This is an optimization exercise on Yosys and OpenROAD, whose aim is small area, a short achievable clock period and few clock cycles, not a production implementation. RTL that was checked went through simulation tests only; none was proved equivalent to the original. No functional check of the RTL was part of run 7. No run shown here takes its clock network from TritonCTS; it comes from the design's own scripts or RTL. The clock input has no modelled driver; a real chip could not lean on it and would need a root buffer or a full tree. Power is estimated from default activity; no workload was simulated.

==> design/flow/design.v <==
module performance_counter #(
    parameter COUNTER_WIDTH = 16
) (
    input  logic                        clk,
    input  logic                        rst_n,
    input  logic                        block_completed,
    output logic [COUNTER_WIDTH-1:0]    blocks_processed,
    output logic [COUNTER_WIDTH-1:0]    cycles_elapsed
);
    logic [COUNTER_WIDTH-1:0] blocks_next;
    assign blocks_next = rst_n ? blocks_processed + 1'b1 : '0;
    always_ff @(posedge clk) begin
        if (block_completed || !rst_n)
            blocks_processed <= blocks_next;
    end
    always_ff @(posedge clk) begin
        if (!rst_n)
            cycles_elapsed <= '0;
        else
            cycles_elapsed <= cycles_elapsed + 1'b1;
    end
endmodule
module encrypt_engine #(
    parameter BLOCK_WIDTH = 32
) (
    input  logic [BLOCK_WIDTH-1:0]  data_in,
    output logic [BLOCK_WIDTH-1:0]  data_out
);
    localparam logic [8*32-1:0] KEYS = {
        32'h55555555, 32'hAAAAAAAA, 32'h76543210, 32'hFEDCBA98,
        32'h9ABCDEF0, 32'h12345678, 32'hCAFEBABE, 32'hDEADBEEF
    };
    always_comb begin
        data_out = data_in;
        for (int r = 0; r < 8; r++) begin
            data_out = data_out ^ KEYS[r*32 +: 32];
            data_out = {data_out[BLOCK_WIDTH-2:0], data_out[BLOCK_WIDTH-1]};
        end
    end
endmodule
module crypto_accelerator_top #(
    parameter BLOCK_WIDTH = 32,
    parameter COUNTER_WIDTH = 16
) (
    input  logic                        clk,
    input  logic                        rst_n,
    input  logic [BLOCK_WIDTH-1:0]      data_in,
    input  logic                        data_in_valid,
    output logic                        data_in_ready,
    output logic [BLOCK_WIDTH-1:0]      data_out,
    output logic                        data_out_valid,
    input  logic                        data_out_ready,
    output logic [COUNTER_WIDTH-1:0]    blocks_processed,
    output logic [COUNTER_WIDTH-1:0]    cycles_elapsed
);
    logic [BLOCK_WIDTH-1:0] encrypted;
    logic [BLOCK_WIDTH-1:0] skid_data;
    logic                   skid_valid;    
    logic                   in_ready;      
    logic                   out_empty;     
    logic                   out_load;
    encrypt_engine #(.BLOCK_WIDTH(BLOCK_WIDTH)) u_encrypt_engine (
        .data_in  (data_in),
        .data_out (encrypted)
    );
    assign data_in_ready = in_ready;
    assign out_load = out_empty || data_out_ready;
    always_ff @(posedge clk) begin
        if (!rst_n) begin
            data_out_valid <= 1'b0;
            out_empty      <= 1'b1;
            skid_valid     <= 1'b0;
            in_ready       <= 1'b1;
        end else if (out_load) begin
            data_out_valid <= skid_valid || data_in_valid;
            out_empty      <= !(skid_valid || data_in_valid);
            skid_valid     <= 1'b0;
            in_ready       <= 1'b1;
        end else if (!skid_valid) begin
            skid_valid     <= data_in_valid;
            in_ready       <= !data_in_valid;
        end
    end
    always_ff @(posedge clk) begin
        if (out_load)
            data_out <= skid_valid ? skid_data : encrypted;
    end
    always_ff @(posedge clk) begin
        if (!skid_valid)
            skid_data <= encrypted;
    end
    performance_counter #(.COUNTER_WIDTH(COUNTER_WIDTH)) u_performance_counter (
        .clk              (clk),
        .rst_n            (rst_n),
        .block_completed  (!out_empty && data_out_ready),
        .blocks_processed (blocks_processed),
        .cycles_elapsed   (cycles_elapsed)
    );
endmodule
==> design/flow/flow/run.sh <==
#!/bin/bash
# Own layout flow: the standard ORFS flow (standard.sh) with
#  - every input and output port buffered by a plain sky130_fd_sc_hd__buf_1
#    (timing repair sizes it as needed) instead of the delay buffer
#    buffer_ports picks by default;
#  - ORFS's cts step replaced by flow/cts.tcl: a balanced one-level clock
#    tree (the clock port drives 4 clkbuf_16, each driving a cluster of
#    flip-flops), then setup repair aiming at REPAIR_MARGIN ns of slack;
#  - the same setup margin for the repair after global routing.
# Each step's output goes to its own log in the work folder (flow_place.log,
# flow_cts.log, flow_finish.log); ORFS's steps also keep their logs under
# orfs/logs/.
set -euo pipefail
REPAIR_MARGIN=${REPAIR_MARGIN:-3.9}
export BUFFER_PORTS_ARGS="-buffer_cell sky130_fd_sc_hd__buf_1"
bash standard.sh place > flow_place.log 2>&1
RESULTS_DIR=orfs/results/$FLOW_PLATFORM/crypto_accelerator_top/base \
PLATFORM_DIR=$FLOW_HOME/platforms/$FLOW_PLATFORM \
CTS_CLOCK_PORT=clk CTS_NBUF=4 CTS_BUF_CELL=sky130_fd_sc_hd__clkbuf_16 \
CTS_REPAIR_MARGIN=$REPAIR_MARGIN \
  openroad -no_init -exit flow/cts.tcl > flow_cts.log 2>&1
export SETUP_SLACK_MARGIN=$REPAIR_MARGIN
bash standard.sh > flow_finish.log 2>&1
==> design/flow/flow/cts.tcl <==
# Clock tree step, in place of ORFS's cts step: a one-level tree in which the
# clock port drives CTS_NBUF buffers (CTS_BUF_CELL), each driving the
# flip-flops of one cluster (k-means on the flip-flop positions). The tree is
# balanced: every flip-flop is one buffer from the port. Then setup repair
# aiming at CTS_REPAIR_MARGIN ns of slack, hold repair, and legalization.
# Reads 3_place.odb/.sdc and writes 4_1_cts.odb and 4_cts.sdc in RESULTS_DIR.
set P $::env(PLATFORM_DIR)
set R $::env(RESULTS_DIR)
read_liberty $P/lib/sky130_fd_sc_hd__tt_025C_1v80.lib
read_db $R/3_place.odb
read_sdc $R/3_place.sdc
source $P/setRC.tcl
set_dont_use [list sky130_fd_sc_hd__probe_p_8 sky130_fd_sc_hd__probec_p_8 sky130_fd_sc_hd__lpflow_*]

set block [ord::get_db_block]
set clknet [[$block findBTerm $::env(CTS_CLOCK_PORT)] getNet]
set sinks {}
foreach it [$clknet getITerms] {
  set inst [$it getInst]
  lappend sinks [list $it {*}[$inst getLocation]]
}
set n [llength $sinks]
set k $::env(CTS_NBUF)
puts "clock sinks: $n, clusters: $k"
# k-means, seeded with sinks sorted by angle around the centroid
set cx 0; set cy 0
foreach s $sinks { set cx [expr {$cx + [lindex $s 1]}]; set cy [expr {$cy + [lindex $s 2]}] }
set cx [expr {$cx / double($n)}]; set cy [expr {$cy / double($n)}]
set sorted [lsort -real -index 3 [lmap s $sinks { list {*}$s [expr {atan2([lindex $s 2]-$cy, [lindex $s 1]-$cx)}] }]]
set cent {}
for {set c 0} {$c < $k} {incr c} {
  set s [lindex $sorted [expr {int(($c + 0.5) * $n / $k)}]]
  lappend cent [list [lindex $s 1] [lindex $s 2]]
}
for {set iter 0} {$iter < 50} {incr iter} {
  set sumx [lrepeat $k 0.0]; set sumy [lrepeat $k 0.0]; set cnt [lrepeat $k 0]
  set assign {}
  foreach s $sorted {
    set best 0; set bd 1e30
    for {set c 0} {$c < $k} {incr c} {
      set d [expr {abs([lindex $s 1]-[lindex $cent $c 0]) + abs([lindex $s 2]-[lindex $cent $c 1])}]
      if {$d < $bd} { set bd $d; set best $c }
    }
    lappend assign $best
    lset sumx $best [expr {[lindex $sumx $best] + [lindex $s 1]}]
    lset sumy $best [expr {[lindex $sumy $best] + [lindex $s 2]}]
    lset cnt $best [expr {[lindex $cnt $best] + 1}]
  }
  for {set c 0} {$c < $k} {incr c} {
    if {[lindex $cnt $c] > 0} {
      lset cent $c [list [expr {[lindex $sumx $c] / [lindex $cnt $c]}] [expr {[lindex $sumy $c] / [lindex $cnt $c]}]]
    }
  }
}
puts "cluster sizes: $cnt"
set master [[ord::get_db] findMaster $::env(CTS_BUF_CELL)]
set bufs {}
for {set c 0} {$c < $k} {incr c} {
  set inst [odb::dbInst_create $block $master "clkbuf_leaf_$c"]
  set net [odb::dbNet_create $block "clknet_leaf_$c"]
  $net setSigType CLOCK
  [$inst findITerm A] connect $clknet
  [$inst findITerm X] connect $net
  $inst setLocation [expr {int([lindex $cent $c 0])}] [expr {int([lindex $cent $c 1])}]
  $inst setPlacementStatus PLACED
  lappend bufs $net
}
foreach s $sorted a $assign {
  set it [lindex $s 0]
  $it disconnect
  $it connect [lindex $bufs $a]
}
$clknet setSigType CLOCK
detailed_placement
set_propagated_clock [all_clocks]
estimate_parasitics -placement
report_clock_latency
report_worst_slack -max -digits 3
repair_timing -setup -setup_margin $::env(CTS_REPAIR_MARGIN) -repair_tns 100 -match_cell_footprint -verbose
repair_timing -hold -hold_margin 0 -match_cell_footprint -verbose
detailed_placement
check_placement -verbose
estimate_parasitics -placement
report_clock_latency
report_worst_slack -max -digits 3
report_checks -group_path_count 5 -format end
write_db $R/4_1_cts.odb
write_sdc -no_timestamp $R/4_cts.sdc
==> design/flow/standard.sh <==
#!/bin/bash
# synth_recipe.tcl (not shown) runs the flow's synth.tcl, then flattens the netlist and writes it again
# the make line also repeats each setting of config.mk as NAME=value (left out here)
make -C /OpenROAD-flow-scripts/flow DESIGN_CONFIG=/design/flow/config.mk WORK_HOME=/design/flow/orfs CLKGATE_MAP_FILE= SYNTH_SCRIPT=/design/flow/synth_recipe.tcl "${@:-finish}"
==> design/flow/config.mk <==
export PLATFORM = sky130hd
export DESIGN_NAME = crypto_accelerator_top
export DESIGN_NICKNAME = crypto_accelerator_top
export VERILOG_FILES = /design/flow/design.v
export SDC_FILE = /design/flow/constraint.sdc
export NUM_CORES = 4
export LEC_CHECK = 0
export CAP_MARGIN = 20
export CORE_MARGIN = 2
export CORE_UTILIZATION = 35
export SLEW_MARGIN = 20
==> design/flow/constraint.sdc <==
create_clock -name core_clock -period 6.0 [get_ports {clk}]
set_input_delay 1.2000 -clock core_clock [delete_from_list [all_inputs] [get_ports {clk}]]
set_output_delay 1.2000 -clock core_clock [all_outputs]
set_load 0.01 [all_outputs]
==> summary.txt, run 1 <==
PortBufs: 101
N_diodes: 0
Distinct cells, synth: 32
CORE AREA: 10,200 sq um
Worst Reg2Reg Path Length in Cells: 5
CP Launch Type: register
P&R area growth vs syn: 17.7%
Synthesis Warnings: 3
Slew Limit Fails: 0
WP data required: 4.80 ns
Status: no timing/DRC/antenna violations
Slew headroom: 0.378
CP max stage delay: 0.51 ns
CP Data Arrival Time: 0.83 ns
Min Tclk post-route: 2.03 ns
Detail Route Antenna Nets: 0
GPL Wtd Cong: 0.726
Setup TNS: 0 ns
First-pass GRT wire length: 10,500 um
Initial antenna violation count: 0
Gate Count Post-Synth: 282
Total power: 0.00117 W
Net count, final: 420
Clock Pin Slew Worst Setup and Hold Paths: 0.10 ns
Sequential fraction of the synthesis area: 0.677
Routed Wire Length: 6590 um
Max capacitance violation total: 0
Row Count: 37
Final Hold Fails: 0
Die X: 106 um
Avg Inst Size Synth: 13.0 sq um
Min-delay worst type: reg -> reg
Crit path cell chain: buf_1
Buf/Inv on CP: 1
Max stage delay cell, worst path: edfxtp_1
CP Capture Type: output port
Setup WS pre-CTS: 3.47 ns
DR vias/cell: 4.49
Syn nets: 320
Vias: 2,317
Fill count: 992
Leak: 1.55 nW
RSZ-0062 raised after global routing: no
Post-Synthesis Cell Area: 3670 sq um
Initial core utilization: 0.358
Critical path depth: 1
DR pass1 iterations: 4
Wire length per cell: 12.8 um
Layout cells sized above 1: 0.0868
DP HPWL: 4590 um
Final Skew: 0.0158 ns
Number of global-route vias before repair: 2,090
Die area: 11,300 sq um
Worst Tran Pin Value: 0.934 ns
Clock latency (worst-skew pair): 0.17 ns
Maximum VDD drop: 0.148 mV
1st-iter DRT viols: 67
Largest net degree at the start of global routing: 50
Final setup viols: 0
Pwr dens: 271 nW/um^2
Kind of cell adding the most delay to the critical path: flip-flops
Final period util: 0.339
Die H: 106 um
Aggregate global-route resource usage: 0.110
Drc violations: 0
Grt ovf: 0
I/O pin cnt: 102
Worst Path Class, Setup: reg -> out
WHS Path Cells: 2
Worst-path fanout max: 7
Worst setup margin: 3.97 ns
Maximum clock rate: 492 MHz
Yosys reg bits: 100
[layout by cell type (no fill, tap or decap), types with 2 or more instances in the layout]
| master | Yosys | final |
|---|---|---|
| mux2i_1 | 3 | 3 |
| nand4_1 | 5 | 5 |
| mux2_2 | 18 | 18 |
| nor2b_1 | 2 | 2 |
| dfxtp_2 | 0 | 2 |
| dfxtp_1 | 52 | 50 |
| xor2_1 | 12 | 12 |
| nand2b_1 | 2 | 2 |
| and2_1 | 26 | 26 |
| edfxtp_1 | 48 | 48 |
| nor4_1 | 4 | 4 |
| nand3_1 | 14 | 14 |
| nor3_1 | 5 | 5 |
| or3_1 | 2 | 2 |
| clkbuf_16 | 0 | 4 |
| buf_1 | 2 | 101 |
| and3_1 | 2 | 2 |
| ha_1 | 2 | 2 |
| inv_1 | 7 | 6 |
| o21ai_0 | 17 | 16 |
| nor2_1 | 8 | 7 |
| xnor2_1 | 12 | 12 |
| nand2_1 | 22 | 22 |
[cells in the mapped netlist, drive strengths merged]
cell | n | share of area
xor2 | 12 | 0.029
o211a | 1 | 0.0027
buf | 3 | 0.0034
ha | 2 | 0.0068
mux2i | 3 | 0.0082
nand2b | 2 | 0.0034
o21ai | 17 | 0.023
mux2 | 18 | 0.055
dfxtp | 52 | 0.28
inv | 7 | 0.0072
nand3 | 14 | 0.019
or4b | 1 | 0.0027
nor2 | 8 | 0.0082
nand4 | 6 | 0.012
nand2 | 22 | 0.023
nor2b | 2 | 0.0034
and2 | 26 | 0.044
a21boi | 2 | 0.0041
clkbuf | 7 | 0.0072
nor3 | 5 | 0.0068
nor4 | 5 | 0.010
and4 | 2 | 0.0058
edfxtp | 48 | 0.39
and3 | 2 | 0.0034
or3 | 2 | 0.0034
o31ai | 1 | 0.0020
xnor2 | 12 | 0.029
[kinds of logic after synthesis]
family | count (synthesis) | synth area share
AO/OA/AOI/OAI | 21 | 0.0321
XOR/XNOR | 24 | 0.0573
adder cells (fa/ha/maj) | 2 | 0.00682
buffers and inverters | 17 | 0.0177
flip-flops | 100 | 0.677
multiplexers | 21 | 0.0635
AND/OR/NAND/NOR | 97 | 0.145
[per-stage QoR]
stage                     cells   util  hold WS [ns]  instance area, sq um
after floorplan             282      -         0.431                  3670
after global placement      512  0.411         0.441                  4200
after detailed placement    512  0.411         0.454                  4200
after global routing        516  0.422         0.491                  4320
final                       516  0.422         0.477                  4320
[state kept, by name (all words and copies together), names as in the netlist]
register                                count
data_out                                   32
skid_data                                  32
u_performance_counter.blocks_processed     16
u_performance_counter.cycles_elapsed       16
data_out_valid                              1
in_ready                                    1
out_empty                                   1
skid_valid                                  1
[final timing paths]
check                                                          start                                                       end  slack (ns)
max          u_performance_counter.blocks_processed[5]$_SDFFCE_PN0P_                                       blocks_processed[5]        3.97
min                                            skid_data[30]$_DFF_P_                                     skid_data[30]$_DFF_P_        0.48
max reg2reg  u_performance_counter.blocks_processed[0]$_SDFFCE_PN0P_  u_performance_counter.blocks_processed[14]$_SDFFCE_PN0P_        4.09
min reg2reg                                    skid_data[30]$_DFF_P_                                     skid_data[30]$_DFF_P_        0.48
[worst reg2reg max path, stage by stage (launching register included)]
cell      delay [ns]
edfxtp_1        0.44
ha_1            0.24
and4_4          0.26
or4b_1          0.46
xnor2_1         0.13
and2_1          0.15
[power breakdown]
| group | switching (W) | leakage [nW] | total [W] | internal (W) |
|---|---|---|---|---|
| combinational | 0.0000535 | 0.566 | 0.0000923 | 0.0000388 |
| clock | 0.000164 | 0.0493 | 0.000287 | 0.000123 |
| sequential | 0.0000267 | 0.932 | 0.000791 | 0.000764 |
| total | 0.000244 | 1.55 | 0.00117 | 0.000926 |
[cell type report]
cell class	count	area, sq um	area share
plain buffers	4	100	0.0232
well taps	136	170	0.0394
flip-flops and latches	100	2480	0.576
multi-input cells	165	1120	0.260
inverters	7	26.3	0.00609
repair buffers	104	413	0.0957
[per-layer routing]
metal / global-route usage / part of all wire
met3: 0.0251 / 0.068
met5: 0 / 0
met4: 0.0150 / 0.016
met2: 0.169 / 0.44
met1: 0.162 / 0.48
Testbench counts, summed over its fixed seeds: cycles 11,071.
==> run 2, diff against run 1 <==
--- a/design/flow/flow/run.sh
+++ b/design/flow/flow/run.sh
@@ -13,3 +13,3 @@
 set -euo pipefail
-REPAIR_MARGIN=${REPAIR_MARGIN:-3.9}
+REPAIR_MARGIN=${REPAIR_MARGIN:-3.8}
 export BUFFER_PORTS_ARGS="-buffer_cell sky130_fd_sc_hd__buf_1"
==> run 2 against run 1 <==
  * Core utilization down 0.11 points
  * Critical endpoint is now data_out[19]$_DFFE_PP_
  * Hold slack unchanged
  * Register-to-register slack about the same
  * Fmax shrank 0.74%
  * Largest cell class unchanged
  * Critical path type is now in -> reg
  * First-iteration DRC count did not move
  * Flip-flop and latch count did not move
  * Via count fell by 0.43%
  * Sequential share of layout area is 0.12 points higher
  * Clock skew hardly changed
  * Combinational power decreased by 0.9%
  * Setup slack worse by 0.015 ns
  * Power about the same
  * Largest power group unchanged
==> summary.txt, run 2 <==
Status: no timing/DRC/antenna violations (unchanged)
Most common cell after layout, fill and taps aside: buf_1 (unchanged)
Row Count: 37 (unchanged)
DP HPWL: 4590 um (unchanged)
Synth top area share: 0.393 (unchanged)
R2r endpoint: u_performance_counter.blocks_processed[14]$_SDFFCE_PN0P_ (unchanged)
Grt ovf: 0 (unchanged)
Slew headroom: 0.387 (was 0.378)
EDFF count, synth: 48 (unchanged)
Die X: 106 um (unchanged)
Drc violations: 0 (unchanged)
Leak: 1.54 nW (was 1.55 nW)
Min Tclk post-route: 2.05 ns (was 2.03 ns)
DR vias/cell: 4.47 (was 4.49)
Hold endpoint: skid_data[30]$_DFF_P_ (unchanged)
Worst-path fanout max: 23 (was 7)
Initial core utilization: 0.358 (unchanged)
R2r setup slk: 4.09 ns (about the same)
Final Instance Area: 4300 sq um (was 4320 sq um)
Most frequent cells after synthesis: dfxtp_1, edfxtp_1, and2_1 (unchanged)
Net count, final: 420 (unchanged)
Synthesis Warnings: 3 (unchanged)
CP Data Arrival Time: 1.90 ns (was 0.83 ns)
Fin util: 0.421 (was 0.422)
Die H: 106 um (unchanged)
Met2 Track Usage GR: 0.169 (unchanged)
Post-Synthesis Cell Area: 3670 sq um (unchanged)
Most used DFF post-synth: dfxtp_1 (unchanged)
Most frequent cell after synthesis: dfxtp_1 (unchanged)
Distinct cells, synth: 32 (unchanged)
Hold slack: 0.477 ns (unchanged)
P&R area growth vs syn: 17.4% (was 17.7%)
Initial antenna violation count: 0 (unchanged)
Finished Layout Cells: 516 (unchanged)
Layout cells sized above 1: 0.0816 (was 0.0868)
Vias: 2,307 (was 2,317)
Clock Pin Slew Worst Setup and Hold Paths: 0.10 ns (about the same)
RSZ-0062 raised after global routing: no (unchanged)
Largest net degree at the start of global routing: 50 (unchanged)
Worst Tran Pin Value: 0.919 ns (was 0.934 ns)
Final Skew: 0.0156 ns (was 0.0158 ns)
Final setup viols: 0 (unchanged)
Wire length per cell: 12.7 um (was 12.8 um)
M1 GR Usage: 0.163 (was 0.162)
Sequential fraction of the synthesis area: 0.677 (unchanged)
Maximum clock rate: 488 MHz (was 492 MHz)
Final period util: 0.341 (was 0.339)
Clock latency (worst-skew pair): 0.17 ns (about the same)
N_diodes: 0 (unchanged)
Die area: 11,300 sq um (unchanged)
GPL Wtd Cong: 0.726 (unchanged)
Area contributors post-synth: edfxtp_1, dfxtp_1, mux2_2, and2_1, xnor2_1 (unchanged)
Final Hold Fails: 0 (unchanged)
Most frequent cells in the layout: buf_1, dfxtp_1, edfxtp_1 (unchanged)
PortBufs: 101 (unchanged)
WP data required: 5.85 ns (was 4.80 ns)
Routed Wire Length: 6560 um (was 6590 um)
1st-iter DRT viols: 67 (unchanged)
Yosys reg bits: 100 (unchanged)
DR pass1 iterations: 4 (unchanged)
Avg Inst Size Synth: 13.0 sq um (unchanged)
Syn nets: 320 (unchanged)
Number of global-route vias before repair: 2,093 (was 2,090)
RR Startpoint: u_performance_counter.blocks_processed[0]$_SDFFCE_PN0P_ (unchanged)
Slew Limit Fails: 0 (unchanged)
GR peak layer: met2 (unchanged)
Detail Route Antenna Nets: 0 (unchanged)
Aggregate global-route resource usage: 0.110 (about the same)
First-pass GRT wire length: 10,500 um (about the same)
Top cell type by total area after synthesis: edfxtp_1 (unchanged)
Worst Path Class, Setup: in -> reg (was reg -> out)
I/O pin cnt: 102 (unchanged)
HP Start: skid_data[30]$_DFF_P_ (unchanged)
CP Launch Type: input port (was register)
WHS Path Cells: 2 (unchanged)
Largest registers: data_out x32, skid_data x32 (unchanged)
Gate Count Post-Synth: 282 (unchanged)
Max capacitance violation total: 0 (unchanged)
Worst Reg2Reg Path Length in Cells: 5 (unchanged)
Maximum VDD drop: 0.148 mV (about the same)
CORE AREA: 10,200 sq um (unchanged)
GR Util met3: 0.0251 (unchanged)
Placed instance area: 4200 sq um (unchanged)
Min-delay worst type: reg -> reg (unchanged)
Post-Place Cells: 512 (unchanged)
Pwr dens: 272 nW/um^2 (was 271 nW/um^2)
Setup TNS: 0 ns (unchanged)
CP Capture Type: register (was output port)
FFs w/ async S/R, synth: 0 (unchanged)
run 2: critical path, cell delays in order:
cell and delay, ns:
buf_1 0.10, nor2_1 0.09, inv_2 0.22, buf_6 0.28
run 2: kinds of logic (layout without fill, tap and decap cells):
family	after synthesis	after routing	synth area share
DFF	100	100	0.677
and+or+nand+nor	97	97	0.145
xor gates and xnor gates	24	24	0.0573
AOI/OAI and AO/OA	21	21	0.0321
muxes	21	21	0.0635
buffers and inverters	17	115	0.0177
adders and majority gates	2	2	0.00682
run 2: power breakdown:
group | leakage (nW) | switching (W) | internal [W]
logic | 0.564 | 0.0000532 | 0.0000383
clock network | 0.0493 | 0.000164 | 0.000123
registers | 0.932 | 0.0000265 | 0.000764
run 2: metrics by stage:
stage,setup WS (ns),power [W]
5_1_grt,3.86,0.00122
2_1_floorplan,3.19,0.000855
3_5_place_dp,3.47,0.000900
6_report,3.95,0.00117
3_3_place_gp,3.50,0.000897
run 2: layout make-up:
cell class / instances / area (sq um)
multi-input combinational: 165 / 1120
buffer: 4 / 100
tap: 136 / 170
inverter: 7 / 26.3
fill: 995 / 5930
sequential: 100 / 2480
timing repair buffer: 104 / 405
run 2: metal layers:
metal,vias up,part of all wire
met5,-,0
met4,0,0.016
met3,6,0.069
met2,56,0.44
met1,1062,0.48
li1,1183,-
run 2: worst max-delay path by stage:
stage	startpoint	endpoint	slack (ns)	depth (start not counted)
detailed placement	data_out_ready	data_out[15]$_DFFE_PP_	3.47	4
global route	data_out_ready	data_out[20]$_DFFE_PP_	3.86	4
floorplan	data_out_ready	u_performance_counter.blocks_processed[0]$_SDFFCE_PN0P_	3.19	2
finish	data_out_ready	data_out[19]$_DFFE_PP_	3.95	4
global placement	data_out_ready	data_out[16]$_DFFE_PP_	3.50	4
==> run 3, diff against run 2 <==
--- a/design/flow/flow/run.sh
+++ b/design/flow/flow/run.sh
@@ -13,3 +13,3 @@
 set -euo pipefail
-REPAIR_MARGIN=${REPAIR_MARGIN:-3.8}
+REPAIR_MARGIN=${REPAIR_MARGIN:-4.0}
 export BUFFER_PORTS_ARGS="-buffer_cell sky130_fd_sc_hd__buf_1"
--- a/design/flow/config.mk
+++ b/design/flow/config.mk
@@ -10,2 +10,3 @@
 export CORE_UTILIZATION = 35
+export PLACE_DENSITY = 0.45
 export SLEW_MARGIN = 20
==> run 3 against run 2 <==
  * Wire length grew 4.7%
  * Combinational power grew 18%
  * Power grew 0.68%
  * Synthesized area is the same
  * Clock skew shrank 0.0012 ns
  * Final cell count grew 1.9%
  * Global-route usage grew 0.79 points
  * Sequential power shrank 0.9%
  * Setup slack gained 0.075 ns
  * Hold slack lost 0.0076 ns
  * Critical path type is now reg -> out
  * Largest cell class unchanged
==> summary.txt, run 3 <==
Status: no timing/DRC/antenna violations (unchanged)
RSZ-0062 raised after global routing: yes (was no)
Gate Count Post-Synth: 282 (unchanged)
Crit path cell chain: buf_1 (was buf_1, nor2_1, inv_2, buf_6)
Net count, final: 430 (was 420)
Distinct cells, synth: 32 (unchanged)
GPL Wtd Cong: 0.703 (was 0.726)
Most used DFF post-synth: dfxtp_1 (unchanged)
Yosys reg bits: 100 (unchanged)
Synthesis Warnings: 3 (unchanged)
FFs w/ async S/R, synth: 0 (unchanged)
Fill count: 1,038 (was 995)
Leak: 1.60 nW (was 1.54 nW)
Avg Inst Size Synth: 13.0 sq um (unchanged)
CP max stage delay: 0.45 ns (was 0.28 ns)
Sequential fraction of the synthesis area: 0.677 (unchanged)
Clock Pin Slew Worst Setup and Hold Paths: 0.10 ns (about the same)
PortBufs: 101 (unchanged)
Initial core utilization: 0.358 (unchanged)
Buf/Inv on CP: 1 (was 3)
Drc violations: 0 (unchanged)
Final Skew: 0.0144 ns (was 0.0156 ns)
CORE AREA: 10,200 sq um (unchanged)
Max stage delay cell, worst path: edfxtp_1 (was buf_6)
Min Tclk post-route: 1.97 ns (was 2.05 ns)
Aggregate global-route resource usage: 0.118 (was 0.110)
Post-Place Cells: 512 (unchanged)
R2r setup slk: 4.11 ns (was 4.09 ns)
Worst Tran Pin Value: 0.931 ns (was 0.919 ns)
WP data required: 4.80 ns (was 5.85 ns)
Min-delay worst type: reg -> reg (unchanged)
Worst Reg2Reg Path Length in Cells: 5 (unchanged)
Top sig layer: met4 (unchanged)
Maximum clock rate: 507 MHz (was 488 MHz)
First-pass GRT wire length: 11,100 um (was 10,500 um)
Number of global-route vias before repair: 2,322 (was 2,093)
Pwr dens: 268 nW/um^2 (was 272 nW/um^2)
N_diodes: 0 (unchanged)
Grt ovf: 0 (unchanged)
DR vias/cell: 4.43 (was 4.47)
Top cell type by total area after synthesis: edfxtp_1 (unchanged)
I/O pin cnt: 102 (unchanged)
Clock latency (worst-skew pair): 0.16 ns (was 0.17 ns)
Syn nets: 320 (unchanged)
Maximum VDD drop: 0.219 mV (was 0.148 mV)
Fin util: 0.430 (was 0.421)
Kind of cell adding the most delay to the critical path: flip-flops (was buffers and inverters)
Synth top area share: 0.393 (unchanged)
Most frequent cells after synthesis: dfxtp_1, edfxtp_1, and2_1 (unchanged)
Area contributors post-synth: edfxtp_1, dfxtp_1, mux2_2, and2_1, xnor2_1 (unchanged)
CP Launch Type: register (was input port)
DP HPWL: 4690 um (was 4590 um)
Detail Route Antenna Nets: 0 (unchanged)
Vias: 2,331 (was 2,307)
Worst-path fanout max: 4 (was 23)
EDFF count, synth: 48 (unchanged)
Setup TNS: 0 ns (unchanged)
Die H: 106 um (unchanged)
Final Hold Fails: 0 (unchanged)
Wire length per cell: 13.1 um (was 12.7 um)
Slew Limit Fails: 0 (unchanged)
Layout cells sized above 1: 0.121 (was 0.0816)
Largest registers: data_out x32, skid_data x32 (unchanged)
CP Data Arrival Time: 0.77 ns (was 1.90 ns)
DR pass1 iterations: 4 (unchanged)
Max capacitance violation total: 0 (unchanged)
Met3 WL: 632 um (was 450 um)
RR Startpoint: u_performance_counter.blocks_processed[1]$_SDFFCE_PN0P_ (was u_performance_counter.blocks_processed[0]$_SDFFCE_PN0P_)
Final setup viols: 0 (unchanged)
Routed Wire Length: 6870 um (was 6560 um)
Crit. Startpoint: u_performance_counter.blocks_processed[1]$_SDFFCE_PN0P_ (was data_out_ready)
Most frequent cell after synthesis: dfxtp_1 (unchanged)
Slew headroom: 0.379 (was 0.387)
Most common cell after layout, fill and taps aside: buf_1 (unchanged)
P&R area growth vs syn: 20.0% (was 17.4%)
Die X: 106 um (unchanged)
1st-iter DRT viols: 78 (was 67)
CP Capture Point: blocks_processed[1] (was data_out[19]$_DFFE_PP_)
CP Capture Type: output port (was register)
Post-Synthesis Cell Area: 3670 sq um (unchanged)
R2r endpoint: u_performance_counter.blocks_processed[14]$_SDFFCE_PN0P_ (unchanged)
Met1 wire length: 2990 um (was 3130 um)
Largest net degree at the start of global routing: 50 (unchanged)
Finished Layout Cells: 526 (was 516)
Die area: 11,300 sq um (unchanged)
Worst Path Class, Setup: reg -> out (was in -> reg)
Row Count: 37 (unchanged)
Initial antenna violation count: 0 (unchanged)
Most frequent cells in the layout: buf_1, edfxtp_1, dfxtp_1 (was buf_1, dfxtp_1, edfxtp_1)
Critical path depth: 1 (was 4)
Final period util: 0.329 (was 0.341)
Metal2 WL: 3140 um (was 2870 um)
[run 3: cell counts after synthesis]
No cell type changed its count.
[run 3: layer usage]
layer / vias to the layer above / track usage
li1: 1202 / -
met1: 1062 / 0.153
met2: 60 / 0.196
met3: 7 / 0.0417
met4: 0 / 0.0141
met5: - / 0
[run 3: kinds of logic after synthesis]
logic type	synth area share
muxes	0.0635
and+or+nand+nor	0.145
adders and majority gates	0.00682
buffers and inverters	0.0177
AOI/OAI and AO/OA	0.0321
xor gates and xnor gates	0.0573
DFF	0.677
[run 3: where the power goes]
group | total, W | switching, W | leakage, nW | internal, W
registers | 0.000784 | 0.0000203 | 0.933 | 0.000764
clock network | 0.000285 | 0.000163 | 0.0493 | 0.000122
logic | 0.000108 | 0.0000616 | 0.617 | 0.0000461
total | 0.00118 | 0.000244 | 1.60 | 0.000933
[run 3: area by class of cell]
class	instances	area, sq um	area share
repair buffers	114	489	0.111
plain buffers	4	100	0.0228
inverters	7	26.3	0.00597
multi-input cells	165	1120	0.255
flip-flops and latches	100	2490	0.566
well taps	136	170	0.0387
[run 3: metrics by stage]
stage | cell area (sq um) | hold slack [ns] | power (W) | setup slack [ns]
floorplan | 3670 | 0.431 | 0.000855 | 3.19
global placement | 4200 | 0.441 | 0.000898 | 3.79
detailed placement | 4200 | 0.453 | 0.000901 | 3.77
global route | 4400 | 0.496 | 0.00124 | 3.99
finish | 4400 | 0.470 | 0.00118 | 4.03
[run 3: worst min path at each step]
stage,start,end,slack (ns),cells past startpoint
floorplan,skid_data[11]$_DFF_P_,skid_data[11]$_DFF_P_,0.43,2
global placement,skid_data[7]$_DFF_P_,skid_data[7]$_DFF_P_,0.44,2
detailed placement,skid_data[11]$_DFF_P_,skid_data[11]$_DFF_P_,0.45,2
global route,skid_data[27]$_DFF_P_,skid_data[27]$_DFF_P_,0.50,1
finish,skid_data[8]$_DFF_P_,skid_data[8]$_DFF_P_,0.47,2
==> run 4, diff against run 3 <==
--- a/design/flow/config.mk
+++ b/design/flow/config.mk
@@ -10,3 +10,3 @@
 export CORE_UTILIZATION = 35
-export PLACE_DENSITY = 0.45
+export PLACE_DENSITY = 0.75
 export SLEW_MARGIN = 20
==> run 4 against run 3 <==
  * Clock power shrank 1%
  * Global-route usage shrank 0.21 points
  * Wire length grew 1.2%
  * Sequential share of layout area shrank 0.34 points
  * Core utilization grew 0.28 points
  * Sequential power is essentially flat
  * Largest cell class unchanged
  * Critical path type unchanged
  * Die area is the same
  * Clock skew shrank 0.0052 ns
  * Combinational power is essentially flat
  * Fmax shrank 0.33%
  * Register-to-register slack is essentially flat
  * Still clean on timing, DRC and antenna
  * Highest routed layer unchanged
==> summary.txt, run 4 <==
Drc violations: 0 (unchanged)
Layout cells sized above 1: 0.132 (was 0.121)
Net count, final: 434 (was 430)
Slew headroom: 0.369 (was 0.379)
Most frequent cells after synthesis: dfxtp_1, edfxtp_1, and2_1 (unchanged)
Detail Route Antenna Nets: 0 (unchanged)
Min Tclk post-route: 1.98 ns (was 1.97 ns)
Kind of cell adding the most delay to the critical path: flip-flops (unchanged)
Max capacitance violation total: 0 (unchanged)
Total power: 0.00118 W (about the same)
CP Data Arrival Time: 0.78 ns (was 0.77 ns)
Status: no timing/DRC/antenna violations (unchanged)
P&R area growth vs syn: 20.8% (was 20.0%)
CP Launch Type: register (unchanged)
CP max stage delay: 0.46 ns (was 0.45 ns)
CORE AREA: 10,200 sq um (unchanged)
Number of global-route vias before repair: 2,443 (was 2,322)
Crit path cell chain: buf_1 (unchanged)
Yosys reg bits: 100 (unchanged)
Maximum VDD drop: 0.159 mV (was 0.219 mV)
PortBufs: 101 (unchanged)
Gate Count Post-Synth: 282 (unchanged)
DR vias/cell: 4.62 (was 4.43)
Aggregate global-route resource usage: 0.116 (was 0.118)
Maximum clock rate: 505 MHz (was 507 MHz)
Distinct cells, synth: 32 (unchanged)
RR Startpoint: u_performance_counter.blocks_processed[0]$_SDFFCE_PN0P_ (was u_performance_counter.blocks_processed[1]$_SDFFCE_PN0P_)
Routed Wire Length: 6950 um (was 6870 um)
FFs w/ async S/R, synth: 0 (unchanged)
Post-Synthesis Cell Area: 3670 sq um (unchanged)
R2r setup slk: 4.10 ns (was 4.11 ns)
EDFF count, synth: 48 (unchanged)
Vias: 2,449 (was 2,331)
Initial core utilization: 0.358 (unchanged)
Max stage delay cell, worst path: edfxtp_1 (unchanged)
Avg Inst Size Synth: 13.0 sq um (unchanged)
N_diodes: 0 (unchanged)
Most frequent cell after synthesis: dfxtp_1 (unchanged)
Crit. Startpoint: u_performance_counter.blocks_processed[0]$_SDFFCE_PN0P_ (was u_performance_counter.blocks_processed[1]$_SDFFCE_PN0P_)
Final period util: 0.330 (was 0.329)
Synth top area share: 0.393 (unchanged)
Sequential fraction of the synthesis area: 0.677 (unchanged)
Clock Pin Slew Worst Setup and Hold Paths: 0.10 ns (about the same)
DR pass1 iterations: 4 (unchanged)
Worst-path fanout max: 4 (unchanged)
Synthesis Warnings: 3 (unchanged)
Largest net degree at the start of global routing: 50 (unchanged)
Die area: 11,300 sq um (unchanged)
Min-delay worst type: reg -> reg (unchanged)
Leak: 1.62 nW (was 1.60 nW)
CP Capture Type: output port (unchanged)
Final setup viols: 0 (unchanged)
Final Hold Fails: 0 (unchanged)
Top cell type by total area after synthesis: edfxtp_1 (unchanged)
Clock latency (worst-skew pair): 0.16 ns (about the same)
GPL Wtd Cong: 0.770 (was 0.703)
Slew Limit Fails: 0 (unchanged)
Buf/Inv on CP: 1 (unchanged)
I/O pin cnt: 102 (unchanged)
Worst Tran Pin Value: 0.946 ns (was 0.931 ns)
Final Skew: 0.00920 ns (was 0.0144 ns)
Die H: 106 um (unchanged)
Grt ovf: 0 (unchanged)
Setup TNS: 0 ns (unchanged)
Most common cell after layout, fill and taps aside: buf_1 (unchanged)
Most used DFF post-synth: dfxtp_1 (unchanged)
Die X: 106 um (unchanged)
Syn nets: 320 (unchanged)
Pwr dens: 266 nW/um^2 (was 268 nW/um^2)
Initial antenna violation count: 0 (unchanged)
Area contributors post-synth: edfxtp_1, dfxtp_1, mux2_2, and2_1, xnor2_1 (unchanged)
Worst Path Class, Setup: reg -> out (unchanged)
Row Count: 37 (unchanged)
Most frequent cells in the layout: buf_1, edfxtp_1, dfxtp_1 (unchanged)
Wire length per cell: 13.1 um (about the same)
First-pass GRT wire length: 11,200 um (was 11,100 um)
DP HPWL: 4800 um (was 4690 um)
Largest registers: data_out x32, skid_data x32 (unchanged)
HP Start: skid_data[15]$_DFF_P_ (was skid_data[8]$_DFF_P_)
WP data required: 4.80 ns (about the same)
RSZ-0062 raised after global routing: yes (unchanged)
1st-iter DRT viols: 71 (was 78)
[run 4: per-layer routing]
metal  vias up  global-route usage  wire, um
met4         0              0.0197       132
met3         7              0.0141       354
met1      1175               0.146      2900
met5         -                   0         0
met2        63               0.215      3560
li1       1204                   -         -
[run 4: final timing paths]
| kind | endpoint | cells after the start |
|---|---|---|
| worst max-delay path | blocks_processed[0] | 1 |
| worst min-delay path | skid_data[15]$_DFF_P_ | 2 |
| worst max register to register | u_performance_counter.blocks_processed[14]$_SDFFCE_PN0P_ | 5 |
| worst min register to register | skid_data[15]$_DFF_P_ | 2 |
[run 4: kinds of logic (layout without fill, tap and decap cells)]
logic type,count (synthesis),count (layout),share of synthesized area
xor gates and xnor gates,24,24,0.0573
buffers and inverters,17,129,0.0177
muxes,21,21,0.0635
AOI/OAI and AO/OA,21,21,0.0321
adders and majority gates,2,2,0.00682
and+or+nand+nor,97,97,0.145
DFF,100,100,0.677
[run 4: power by group]
part           internal [W]  switching [W]
Clock              0.000122       0.000159
Sequential         0.000764      0.0000222
Combinational     0.0000486      0.0000609
Total              0.000935       0.000242
[run 4: tightest hold or removal path: stages (launching register included)]
cell and delay [ns]:
dfxtp_1 0.32, nand2_1 0.04, o21ai_0 0.08
[run 4: area by class of cell]
| cell class | count | area [sq um] |
|---|---|---|
| Buffer | 4 | 100 |
| Fill cell | 1005 | 5800 |
| Inverter | 7 | 26.3 |
| Multi-Input combinational cell | 165 | 1120 |
| Sequential cell | 100 | 2490 |
| Tap cell | 136 | 170 |
| Timing Repair Buffer | 118 | 517 |
[run 4: through the flow]
step | hold slack, ns | instance area [sq um] | instances | util | setup WS, ns
final | 0.478 | 4430 | 530 | 0.433 | 4.02
after global routing | 0.495 | 4430 | 530 | 0.433 | 3.98
after detailed placement | 0.455 | 4190 | 511 | 0.410 | 3.22
after global placement | 0.440 | 4190 | 511 | 0.410 | 3.27
after floorplan | 0.431 | 3670 | 282 | - | 3.19
==> run 5, diff against run 4 <==
--- a/design/flow/config.mk
+++ b/design/flow/config.mk
@@ -10,3 +10,2 @@
 export CORE_UTILIZATION = 35
-export PLACE_DENSITY = 0.75
 export SLEW_MARGIN = 20
==> run 5 against run 4 <==
  * Largest power group unchanged
  * Setup slack better by 0.021 ns
  * Register-to-register slack better by 0.02 ns
  * Critical path type unchanged
  * Synthesized area stayed put
==> summary.txt, run 5 <==
DR pass1 iterations: 4 (unchanged)
Syn nets: 320 (unchanged)
FFs w/ async S/R, synth: 0 (unchanged)
Maximum VDD drop: 0.148 mV (was 0.159 mV)
Vias: 2,365 (was 2,449)
Seq pwr share: 0.664 (was 0.668)
Status: no timing/DRC/antenna violations (unchanged)
Final period util: 0.326 (was 0.330)
CP max stage delay: 0.45 ns (was 0.46 ns)
GPL Wtd Cong: 0.726 (was 0.770)
P&R area growth vs syn: 20.9% (was 20.8%)
Largest family of logic cells by synthesized area: simple AND/OR/NAND/NOR gates (unchanged)
Die area: 11,300 sq um (unchanged)
Worst Tran Pin Value: 0.934 ns (was 0.946 ns)
Multiplexer share of the synthesized area: 0.0635 (unchanged)
RSZ-0062 raised after global routing: no (was yes)
Sequential fraction of the synthesis area: 0.677 (unchanged)
Area share of and/or/nand/nor cells after synthesis: 0.145 (unchanged)
Drc violations: 0 (unchanged)
Total power: 0.00118 W (about the same)
Most frequent cells after synthesis: dfxtp_1, edfxtp_1, and2_1 (unchanged)
WHS Path Cells: 1 (was 2)
Layout cells sized above 1: 0.127 (was 0.132)
Clk network pwr share: 0.243 (was 0.239)
Min Tclk post-route: 1.96 ns (was 1.98 ns)
Synthesis Warnings: 3 (unchanged)
Net count, final: 434 (unchanged)
Setup TNS: 0 ns (unchanged)
Most frequent cells in the layout: buf_1, edfxtp_1, dfxtp_1 (unchanged)
PortBufs: 101 (unchanged)
Area contributors post-synth: edfxtp_1, dfxtp_1, mux2_2, and2_1, xnor2_1 (unchanged)
CP Data Arrival Time: 0.76 ns (was 0.78 ns)
Hold slack: 0.475 ns (was 0.478 ns)
Yosys reg bits: 100 (unchanged)
DR vias/cell: 4.46 (was 4.62)
Pwr dens: 267 nW/um^2 (was 266 nW/um^2)
Largest registers: data_out x32, skid_data x32 (unchanged)
Worst-path fanout max: 4 (unchanged)
I/O pin cnt: 102 (unchanged)
Die X: 106 um (unchanged)
Distinct cells, synth: 32 (unchanged)
Worst setup margin: 4.04 ns (was 4.02 ns)
Internal power: 0.000935 W (about the same)
Worst Path Class, Setup: reg -> out (unchanged)
Final Hold Fails: 0 (unchanged)
Slew Limit Fails: 0 (unchanged)
Aggregate global-route resource usage: 0.112 (was 0.116)
Maximum clock rate: 511 MHz (was 505 MHz)
WP data required: 4.80 ns (about the same)
Sw frac: 0.209 (was 0.206)
CORE AREA: 10,200 sq um (unchanged)
R2r endpoint: u_performance_counter.blocks_processed[14]$_SDFFCE_PN0P_ (unchanged)
Clock latency (worst-skew pair): 0.17 ns (was 0.16 ns)
RR Startpoint: u_performance_counter.blocks_processed[0]$_SDFFCE_PN0P_ (unchanged)
Min-delay worst type: reg -> reg (unchanged)
Most frequent cell after synthesis: dfxtp_1 (unchanged)
Initial core utilization: 0.358 (unchanged)
Kind of cell adding the most delay to the critical path: flip-flops (unchanged)
N_diodes: 0 (unchanged)
Detail Route Antenna Nets: 0 (unchanged)
Buf/Inv on CP: 1 (unchanged)
CP Capture Type: output port (unchanged)
Grt ovf: 0 (unchanged)
1st-iter DRT viols: 70 (was 71)
Hold endpoint: u_performance_counter.cycles_elapsed[0]$_SDFF_PN0_ (was skid_data[15]$_DFF_P_)
R2r setup slk: 4.12 ns (was 4.10 ns)
DP HPWL: 4590 um (was 4800 um)
Initial antenna violation count: 0 (unchanged)
Crit path cell chain: buf_1 (unchanged)
EDFF count, synth: 48 (unchanged)
Number of global-route vias before repair: 2,138 (was 2,443)
Die H: 106 um (unchanged)
Psw: 0.000247 W (was 0.000242 W)
First-pass GRT wire length: 10,600 um (was 11,200 um)
CP Launch Type: register (unchanged)
Routed Wire Length: 6690 um (was 6950 um)
Synth top area share: 0.393 (unchanged)
HP Start: u_performance_counter.cycles_elapsed[0]$_SDFF_PN0_ (was skid_data[15]$_DFF_P_)
Max capacitance violation total: 0 (unchanged)
Most common cell after layout, fill and taps aside: buf_1 (unchanged)
Row Count: 37 (unchanged)
Slew headroom: 0.377 (was 0.369)
Worst Reg2Reg Path Length in Cells: 5 (unchanged)
Avg Inst Size Synth: 13.0 sq um (unchanged)
Largest net degree at the start of global routing: 50 (unchanged)
Xor and xnor fraction of the mapped netlist area: 0.0573 (unchanged)
Setup WS pre-CTS: 3.47 ns (was 3.22 ns)
Final setup viols: 0 (unchanged)
Final Skew: 0.0158 ns (was 0.00920 ns)
Max stage delay cell, worst path: edfxtp_1 (unchanged)
Clock Pin Slew Worst Setup and Hold Paths: 0.09 ns (was 0.10 ns)
Compound-Gate Fraction of Synth Area: 0.0321 (unchanged)
Post-Synthesis Cell Area: 3670 sq um (unchanged)
Comb power frac: 0.093 (about the same)
Wire length per cell: 12.6 um (was 13.1 um)
Synth Area in Adders: 0.00683 (unchanged)
Leak: 1.62 nW (about the same)
Most used DFF post-synth: dfxtp_1 (unchanged)
Top cell type by total area after synthesis: edfxtp_1 (unchanged)
Gate Count Post-Synth: 282 (unchanged)
## run 5: changes by cell type in the layout (fill, tap and decap cells not counted), sizes merged
cell,change
buf,+1
clkbuf,-1
## run 5: how the worst max path moves through the flow
stage,startpoint,end,depth (start not counted)
final,u_performance_counter.blocks_processed[0]$_SDFFCE_PN0P_,blocks_processed[0],1
after global routing,rst_n,u_performance_counter.blocks_processed[5]$_SDFFCE_PN0P_,4
after detailed placement,data_out_ready,data_out[15]$_DFFE_PP_,4
after global placement,data_out_ready,data_out[16]$_DFFE_PP_,4
after floorplan,data_out_ready,u_performance_counter.blocks_processed[0]$_SDFFCE_PN0P_,2
## run 5: layer usage
layer  vias up  share of wire  global-route usage
li1       1215              -                   -
met4         0          0.016              0.0150
met1      1088           0.48               0.163
met3         6          0.067              0.0251
met5         -              0                   0
met2        56           0.44               0.174
## run 5: cell type report
class                           count  area [sq um]
Inverter                            7          28.8
Multi-Input combinational cell    165          1120
Buffer                              4           100
Fill cell                         987          5800
Timing Repair Buffer              118           522
Sequential cell                   100          2490
Tap cell                          136           170
## run 5: through the flow
stage                     utilization  std cells  cell area (sq um)
after global routing            0.433        530               4430
after detailed placement        0.411        512               4200
after floorplan                     -        282               3670
final                           0.433        530               4430
after global placement          0.411        512               4200
## run 5: cell families (layout without fill, tap and decap cells)
family | count (synthesis) | after routing
compound gates | 21 | 21
xor+xnor | 24 | 24
fa+ha+maj | 2 | 2
buf+inv | 17 | 129
flops | 100 | 100
mux | 21 | 21
simple gates | 97 | 97
## run 5: power by group through the flow
stage / registers, W / logic, W / clock network [W]
after floorplan: 0.000816 / 0.0000393 / 0
after global placement: 0.000806 / 0.0000918 / 0
after detailed placement: 0.000807 / 0.0000931 / 0
after global routing: 0.000791 / 0.000123 / 0.000316
final: 0.000785 / 0.000110 / 0.000287
==> run 6, diff against run 5 <==
--- a/design/flow/flow/run.sh
+++ b/design/flow/flow/run.sh
@@ -18,3 +18,3 @@
 PLATFORM_DIR=$FLOW_HOME/platforms/$FLOW_PLATFORM \
-CTS_CLOCK_PORT=clk CTS_NBUF=4 CTS_BUF_CELL=sky130_fd_sc_hd__clkbuf_16 \
+CTS_CLOCK_PORT=clk CTS_NBUF=3 CTS_BUF_CELL=sky130_fd_sc_hd__clkbuf_16 \
 CTS_REPAIR_MARGIN=$REPAIR_MARGIN \
==> run 6 against run 5 <==
  * Synthesized area is the same
  * Register-to-register slack lost 0.06 ns
  * Largest power group unchanged
  * Clock skew shrank 0.0035 ns
  * Die area is the same
  * Highest routed layer unchanged
  * Final area grew 0.31%
  * Sequential power is essentially flat
  * Critical path depth is the same
  * Fmax shrank 2.0%
  * Critical endpoint is now blocks_processed[1]
  * Wire length shrank 0.55%
  * First-iteration DRC count grew 37%
  * Still clean on timing, DRC and antenna
==> summary.txt, run 6 <==
Status: no timing/DRC/antenna violations (unchanged)
CP Data Arrival Time: 0.80 ns (was 0.76 ns)
Post-Synthesis Cell Area: 3670 sq um (unchanged)
R2r setup slk: 4.06 ns (was 4.12 ns)
Vias: 2,377 (was 2,365)
Largest net degree at the start of global routing: 50 (unchanged)
N_diodes: 0 (unchanged)
Sequential fraction of the synthesis area: 0.677 (unchanged)
Most frequent cells after synthesis: dfxtp_1, edfxtp_1, and2_1 (unchanged)
RR Startpoint: u_performance_counter.blocks_processed[1]$_SDFFCE_PN0P_ (was u_performance_counter.blocks_processed[0]$_SDFFCE_PN0P_)
Final Hold Fails: 0 (unchanged)
Min Tclk post-route: 2.00 ns (was 1.96 ns)
Syn nets: 320 (unchanged)
Worst Path Class, Setup: reg -> out (unchanged)
Slew Limit Fails: 0 (unchanged)
CP Launch Type: register (unchanged)
R2r endpoint: u_performance_counter.blocks_processed[14]$_SDFFCE_PN0P_ (unchanged)
Detail Route Antenna Nets: 0 (unchanged)
Synthesis Warnings: 3 (unchanged)
Drc violations: 0 (unchanged)
Routed Wire Length: 6650 um (was 6690 um)
Die H: 106 um (unchanged)
Gate Count Post-Synth: 282 (unchanged)
Most frequent cells in the layout: buf_1, edfxtp_1, dfxtp_1 (unchanged)
Maximum VDD drop: 0.146 mV (was 0.148 mV)
Setup TNS: 0 ns (unchanged)
Buf/Inv on CP: 1 (unchanged)
Kind of cell adding the most delay to the critical path: flip-flops (unchanged)
CP Capture Type: output port (unchanged)
Fill count: 983 (was 987)
First-pass GRT wire length: 10,700 um (was 10,600 um)
Max capacitance violation total: 0 (unchanged)
Initial core utilization: 0.358 (unchanged)
Slew headroom: 0.386 (was 0.377)
Hold endpoint: u_performance_counter.cycles_elapsed[0]$_SDFF_PN0_ (unchanged)
Number of global-route vias before repair: 2,183 (was 2,138)
Distinct cells, synth: 32 (unchanged)
Top cell type by total area after synthesis: edfxtp_1 (unchanged)
Final setup viols: 0 (unchanged)
WHS Path Cells: 1 (unchanged)
Leak: 1.64 nW (was 1.62 nW)
Synth top area share: 0.393 (unchanged)
Setup WS pre-CTS: 3.47 ns (unchanged)
Crit. Startpoint: u_performance_counter.blocks_processed[1]$_SDFFCE_PN0P_ (was u_performance_counter.blocks_processed[0]$_SDFFCE_PN0P_)
Die X: 106 um (unchanged)
1st-iter DRT viols: 96 (was 70)
Worst Reg2Reg Path Length in Cells: 6 (was 5)
EDFF count, synth: 48 (unchanged)
DR vias/cell: 4.46 (about the same)
WP data required: 4.80 ns (about the same)
Yosys reg bits: 100 (unchanged)
Net count, final: 437 (was 434)
Clock Pin Slew Worst Setup and Hold Paths: 0.12 ns (was 0.09 ns)
Final period util: 0.333 (was 0.326)
PortBufs: 101 (unchanged)
Avg Inst Size Synth: 13.0 sq um (unchanged)
DP HPWL: 4590 um (unchanged)
Finished Layout Cells: 533 (was 530)
Die area: 11,300 sq um (unchanged)
Worst-path fanout max: 4 (unchanged)
Most frequent cell after synthesis: dfxtp_1 (unchanged)
Aggregate global-route resource usage: 0.112 (about the same)
P&R area growth vs syn: 21.3% (was 20.9%)
Max stage delay cell, worst path: edfxtp_1 (unchanged)
Initial antenna violation count: 0 (unchanged)
Row Count: 37 (unchanged)
Most used DFF post-synth: dfxtp_1 (unchanged)
Pwr dens: 260 nW/um^2 (was 267 nW/um^2)
Min-delay worst type: reg -> reg (unchanged)
Worst setup margin: 4.00 ns (was 4.04 ns)
Layout cells sized above 1: 0.151 (was 0.127)
Post-Place Cells: 512 (unchanged)
Worst Tran Pin Value: 0.920 ns (was 0.934 ns)
GPL Wtd Cong: 0.726 (unchanged)
Final Skew: 0.0123 ns (was 0.0158 ns)
RSZ-0062 raised after global routing: yes (was no)
Area contributors post-synth: edfxtp_1, dfxtp_1, mux2_2, and2_1, xnor2_1 (unchanged)
CORE AREA: 10,200 sq um (unchanged)
Grt ovf: 0 (unchanged)
Largest registers: data_out x32, skid_data x32 (unchanged)
Wire length per cell: 12.5 um (was 12.6 um)
I/O pin cnt: 102 (unchanged)
DR pass1 iterations: 4 (unchanged)
Clock latency (worst-skew pair): 0.18 ns (was 0.17 ns)
Fin util: 0.435 (was 0.433)
CP max stage delay: 0.47 ns (was 0.45 ns)
HP Start: u_performance_counter.cycles_elapsed[0]$_SDFF_PN0_ (unchanged)
Most common cell after layout, fill and taps aside: buf_1 (unchanged)
FFs w/ async S/R, synth: 0 (unchanged)
Maximum clock rate: 500 MHz (was 511 MHz)
Crit path cell chain: buf_1 (unchanged)
==> run 6: changes by cell type in the layout (fill, tap and decap cells not counted), sizes merged <==
cell	before	now
buf	118	120
clkbuf	4	5
==> run 6: kinds of logic (layout without fill, tap and decap cells) <==
family / count (synthesis) / in the layout / share of synthesized area
AND/OR/NAND/NOR: 97 / 97 / 0.145
XOR/XNOR: 24 / 24 / 0.0573
AO/OA/AOI/OAI: 21 / 21 / 0.0321
flip-flops: 100 / 100 / 0.677
adder cells (fa/ha/maj): 2 / 2 / 0.00682
buffers and inverters: 17 / 132 / 0.0177
multiplexers: 21 / 21 / 0.0635
==> run 6: worst max-delay path by stage <==
stage | to | cells after the start | slack, ns
detailed placement | data_out[15]$_DFFE_PP_ | 4 | 3.47
floorplan | u_performance_counter.blocks_processed[0]$_SDFFCE_PN0P_ | 2 | 3.19
global route | blocks_processed[1] | 1 | 3.98
global placement | data_out[16]$_DFFE_PP_ | 4 | 3.50
finish | blocks_processed[1] | 1 | 4.00
==> run 6: layout make-up <==
class / count / area (sq um) / share of cell area
plain buffers: 3 / 75.1 / 0.0169
inverters: 7 / 28.8 / 0.00647
multi-input cells: 165 / 1130 / 0.254
flip-flops and latches: 100 / 2490 / 0.561
well taps: 136 / 170 / 0.0383
repair buffers: 122 / 551 / 0.124
==> run 6: power breakdown <==
group,switching (W),internal [W]
registers,0.0000202,0.000764
logic,0.0000631,0.0000511
clock network,0.000163,0.0000937
total,0.000246,0.000909
==> run 6: through the flow <==
step	area (sq um)	power, W	hold WS, ns
floorplan	3670	0.000855	0.431
global placement	4200	0.000897	0.441
detailed placement	4200	0.000900	0.454
global route	4450	0.00120	0.497
finish	4450	0.00115	0.480
==> run 6: metal layers <==
metal | GRT usage | routed length (um) | up-vias | part of all wire
met5 | 0 | 0 | - | 0
met4 | 0.00752 | 42 | 0 | 0.0063
met3 | 0.0264 | 467 | 4 | 0.070
met2 | 0.177 | 3020 | 58 | 0.45
met1 | 0.163 | 3120 | 1095 | 0.47
li1 | - | - | 1220 | -
==> run 6: worst reg2reg max path, cell delays in order, from the launching register on <==
cell      delay (ns)
edfxtp_1        0.44
buf_4           0.14
ha_2            0.19
and4_4          0.23
or4b_4          0.46
xnor2_1         0.13
and2_1          0.14
==> run 7, diff against run 6 <==
--- a/design/flow/design.v
+++ b/design/flow/design.v
@@ -9,7 +9,7 @@
 );
-    logic [COUNTER_WIDTH-1:0] blocks_next;
-    assign blocks_next = rst_n ? blocks_processed + 1'b1 : '0;
     always_ff @(posedge clk) begin
-        if (block_completed || !rst_n)
-            blocks_processed <= blocks_next;
+        if (!rst_n)
+            blocks_processed <= '0;
+        else if (block_completed)
+            blocks_processed <= blocks_processed + 1'b1;
     end
--- a/design/flow/flow/run.sh
+++ b/design/flow/flow/run.sh
@@ -18,3 +18,3 @@
 PLATFORM_DIR=$FLOW_HOME/platforms/$FLOW_PLATFORM \
-CTS_CLOCK_PORT=clk CTS_NBUF=3 CTS_BUF_CELL=sky130_fd_sc_hd__clkbuf_16 \
+CTS_CLOCK_PORT=clk CTS_NBUF=4 CTS_BUF_CELL=sky130_fd_sc_hd__clkbuf_16 \
 CTS_REPAIR_MARGIN=$REPAIR_MARGIN \
==> run 7 against run 6 <==
  * Highest routed layer unchanged
  * Synthesized cell count rose by 2.8%
  * Synthesized area decreased by 5.1%
  * Largest power group unchanged
  * Flip-flop and latch count stayed put
  * Final area fell by 5.5%
  * First-iteration DRC count down 21%
  * Power down 4.8%
  * Clock skew is 0.015 ns higher
  * Critical path depth is 5 higher
  * Hold slack worse by 0.00096 ns
  * Register-to-register slack better by 0.26 ns
==> summary.txt, run 7 <==
Die X: 104 um (was 106 um)
Final period util: 0.365 (was 0.333)
R2r setup slk: 4.32 ns (was 4.06 ns)
Min-delay worst type: reg -> reg (unchanged)
Initial antenna violation count: 0 (unchanged)
Final Skew: 0.0268 ns (was 0.0123 ns)
Fin util: 0.432 (was 0.435)
Maximum clock rate: 456 MHz (was 500 MHz)
Total power: 0.00110 W (was 0.00115 W)
Placed instance area: 3990 sq um (was 4200 sq um)
Detail Route Antenna Nets: 0 (unchanged)
EDFF count, synth: 32 (was 48)
Final Instance Area: 4200 sq um (was 4450 sq um)
Most frequent cells in the layout: buf_1, dfxtp_1, edfxtp_1 (was buf_1, edfxtp_1, dfxtp_1)
Syn nets: 328 (was 320)
Max stage delay cell, worst path: or3_4 (was edfxtp_1)
Final setup viols: 0 (unchanged)
Register Area: 2330 sq um (was 2490 sq um)
Maximum VDD drop: 0.125 mV (was 0.146 mV)
HP Start: skid_data[14]$_DFF_P_ (was u_performance_counter.cycles_elapsed[0]$_SDFF_PN0_)
Die H: 104 um (was 106 um)
Crit path cell chain: buf_6, and3b_2, nand4_1, buf_4, or3_4, a21oi_2 (was buf_1)
Area share of and/or/nand/nor cells after synthesis: 0.142 (was 0.145)
Area of the multi-input gates: 1120 sq um (was 1130 sq um)
Largest net degree at the start of global routing: 50 (unchanged)
PortBufs: 101 (unchanged)
DR pass1 iterations: 4 (unchanged)
Hold endpoint: skid_data[14]$_DFF_P_ (was u_performance_counter.cycles_elapsed[0]$_SDFF_PN0_)
Clock Pin Slew Worst Setup and Hold Paths: 0.10 ns (was 0.12 ns)
Area contributors post-synth: dfxtp_1, edfxtp_1, mux2_2, nor2_1, nand2_1 (was edfxtp_1, dfxtp_1, mux2_2, and2_1, xnor2_1)
Largest registers: data_out x32, skid_data x32 (unchanged)
Worst-path fanout max: 5 (was 4)
Distinct cells, synth: 36 (was 32)
Vias: 2,465 (was 2,377)
1st-iter DRT viols: 76 (was 96)
Final Hold Fails: 0 (unchanged)
Pwr dens: 262 nW/um^2 (was 260 nW/um^2)
Layout cells sized above 1: 0.133 (was 0.151)
Routed Wire Length: 6980 um (was 6650 um)
Grt ovf: 0 (unchanged)
Buf/Inv on CP: 2 (was 1)
CP Capture Type: register (was output port)
Sequential fraction of the synthesis area: 0.667 (was 0.677)
P&R area growth vs syn: 20.7% (was 21.3%)
CORE AREA: 9730 sq um (was 10,200 sq um)
Die area: 10,800 sq um (was 11,300 sq um)
Worst Path Class, Setup: in -> reg (was reg -> out)
Worst Tran Pin Value: 0.943 ns (was 0.920 ns)
CP Launch Type: input port (was register)
Kind of cell adding the most delay to the critical path: simple AND/OR/NAND/NOR gates (was flip-flops)
Most common cell after layout, fill and taps aside: buf_1 (unchanged)
Row Count: 36 (was 37)
Xor and xnor fraction of the mapped netlist area: 0.0453 (was 0.0573)
DR vias/cell: 4.70 (was 4.46)
Setup TNS: 0 ns (unchanged)
R2r endpoint: u_performance_counter.cycles_elapsed[15]$_SDFF_PN0_ (was u_performance_counter.blocks_processed[14]$_SDFFCE_PN0P_)
GPL Wtd Cong: 0.709 (was 0.726)
DP HPWL: 4780 um (was 4590 um)
I/O pin cnt: 102 (unchanged)
RR Startpoint: u_performance_counter.cycles_elapsed[4]$_SDFF_PN0_ (was u_performance_counter.blocks_processed[1]$_SDFFCE_PN0P_)
Avg Inst Size Synth: 12.0 sq um (was 13.0 sq um)
Top cell type by total area after synthesis: dfxtp_1 (was edfxtp_1)
Drc violations: 0 (unchanged)
Status: no timing/DRC/antenna violations (unchanged)
Synth top area share: 0.391 (was 0.393)
Min Tclk post-route: 2.19 ns (was 2.00 ns)
Largest family of logic cells by synthesized area: simple AND/OR/NAND/NOR gates (unchanged)
RSZ-0062 raised after global routing: yes (unchanged)
Number of global-route vias before repair: 2,345 (was 2,183)
Most frequent cells after synthesis: dfxtp_1, edfxtp_1, nor2_1 (was dfxtp_1, edfxtp_1, and2_1)
CP max stage delay: 0.33 ns (was 0.47 ns)
First-pass GRT wire length: 11,500 um (was 10,700 um)
Most frequent cell after synthesis: dfxtp_1 (unchanged)
N_diodes: 0 (unchanged)
WP data required: 6.08 ns (was 4.80 ns)
Max capacitance violation total: 0 (unchanged)
FFs w/ async S/R, synth: 0 (unchanged)
Synth Area in Adders: 0.00719 (was 0.00683)
Yosys reg bits: 100 (unchanged)
Multiplexer share of the synthesized area: 0.0640 (was 0.0635)
Initial core utilization: 0.358 (about the same)
WHS Path Cells: 2 (was 1)
Slew Limit Fails: 0 (unchanged)
Net count, final: 432 (was 437)
Aggregate global-route resource usage: 0.123 (was 0.112)
CP Data Arrival Time: 2.27 ns (was 0.80 ns)
Wire length per cell: 13.3 um (was 12.5 um)
Leak: 1.38 nW (was 1.64 nW)
Clock latency (worst-skew pair): 0.17 ns (was 0.18 ns)
Fill count: 975 (was 983)
Worst Reg2Reg Path Length in Cells: 4 (was 6)
Slew headroom: 0.372 (was 0.386)
Gate Count Post-Synth: 290 (was 282)
Post-Synthesis Cell Area: 3480 sq um (was 3670 sq um)
Most used DFF post-synth: dfxtp_1 (unchanged)
Compound-Gate Fraction of Synth Area: 0.0554 (was 0.0321)
Synthesis Warnings: 3 (unchanged)
run 7: changes by cell type in the layout (fill, tap and decap cells not counted), moves of 4 or more:
cell,before,now
nand3_1,14,9
nor2_1,7,28
edfxtp_1,48,32
dfxtp_1,44,60
nand2_1,22,27
buf_4,19,7
or4_1,0,4
and2_1,26,1
a21oi_1,0,5
run 7: area by class of cell:
| type | instances | area share |
|---|---|---|
| multi-input combinational | 173 | 0.267 |
| sequential | 100 | 0.555 |
| timing repair inverter | 1 | 0.00179 |
| timing repair buffer | 108 | 0.106 |
| inverter | 6 | 0.00625 |
| tap | 133 | 0.0396 |
| buffer | 4 | 0.0238 |
run 7: where the power goes:
part           internal (W)   total, W  switching [W]
Combinational     0.0000280  0.0000691      0.0000411
Clock              0.000122   0.000281       0.000159
Sequential         0.000735   0.000749      0.0000135
Total              0.000886    0.00110       0.000213
run 7: stage by stage:
step	hold slack, ns	setup slack (ns)	instances
finish	0.479	3.81	525
global route	0.498	3.77	525
detailed placement	0.457	3.16	514
global placement	0.443	3.20	514
floorplan	0.431	3.59	290
run 7: layer usage:
layer  track usage  routed length (um)  up-vias
met1         0.170                3300     1172
met2         0.218                3250       69
met3        0.0138                 345        6
li1              -                   -     1218
met5             0                   0        -
met4        0.0125                  83        0
run 7: worst max path at each step:
stage                   startpoint  depth (start not counted)                                                 endpoint
global route        data_out_ready                          6  u_performance_counter.blocks_processed[12]$_SDFFE_PN0P_
detailed placement           rst_n                          4   u_performance_counter.blocks_processed[9]$_SDFFE_PN0P_
floorplan           data_out_ready                          5  u_performance_counter.blocks_processed[15]$_SDFFE_PN0P_
finish              data_out_ready                          6  u_performance_counter.blocks_processed[13]$_SDFFE_PN0P_
global placement             rst_n                          4   u_performance_counter.blocks_processed[9]$_SDFFE_PN0P_
run 7: cells by family (layout without fill, tap and decap cells):
logic type                 count (synthesis)  count (layout)
xor gates and xnor gates                  18              18
muxes                                     20              20
adders and majority gates                  2               2
DFF                                      100             100
buffers and inverters                     17             119
AOI/OAI and AO/OA                         34              34
and+or+nand+nor                           99              99
run 7: worst register-to-register path: cells and delay by family (launching register included):
kind | cells | cell delay (ns)
AND/OR/NAND/NOR | 3 | 1.07
AO/OA/AOI/OAI | 1 | 0.14
flip-flops | 1 | 0.41

[port drivers added, routing unchanged]
Ports are ideal in the flow. The routed layouts listed here were re-timed in OpenROAD. Step 1 sets driving cells, clkbuf_16 on the clock port and buf_2 on the other inputs (assumed; they add their load-dependent delay and slew). Step 2 adds t to the input delays and takes it off the output delays; t is the mean of the earliest and latest rising clock arrival at the registers after step 1. Input paths then give back, and output paths get back, about the clock's delay inside the block. a / b / c = ideal / step 1 / step 2; a / b = the first two.
| run | t, ns | setup slack, ns | hold slack, ns | worst register clock-pin slew, ns | worst slew at a driven data input, ns |
|---|---|---|---|---|---|
| run 1 | 0.235 | 3.967 / 3.890 / 3.793 | 0.477 / 0.477 / 0.477 | 0.10 / 0.10 | 0.04 |
| run 2 | 0.235 | 3.952 / 3.889 / 3.761 | 0.477 / 0.477 / 0.477 | 0.10 / 0.10 | 0.04 |
| run 3 | 0.231 | 4.027 / 3.951 / 3.884 | 0.470 / 0.470 / 0.470 | 0.10 / 0.10 | 0.05 |
| run 4 | 0.231 | 4.020 / 3.945 / 3.873 | 0.478 / 0.478 / 0.478 | 0.10 / 0.10 | 0.04 |
| run 5 | 0.235 | 4.041 / 3.964 / 3.869 | 0.475 / 0.475 / 0.475 | 0.10 / 0.10 | 0.04 |
| run 6 | 0.232 | 4.001 / 3.940 / 3.877 | 0.480 / 0.480 / 0.480 | 0.12 / 0.12 | 0.04 |
| run 7 | 0.231 | 3.808 / 3.845 / 3.614 | 0.479 / 0.479 / 0.479 | 0.11 / 0.11 | 0.05 |
After both steps setup and hold are still met in every run listed. For run 7, which loses most, drivers alone change the setup slack by +0.037 ns; drivers and shift together by -0.194 ns.
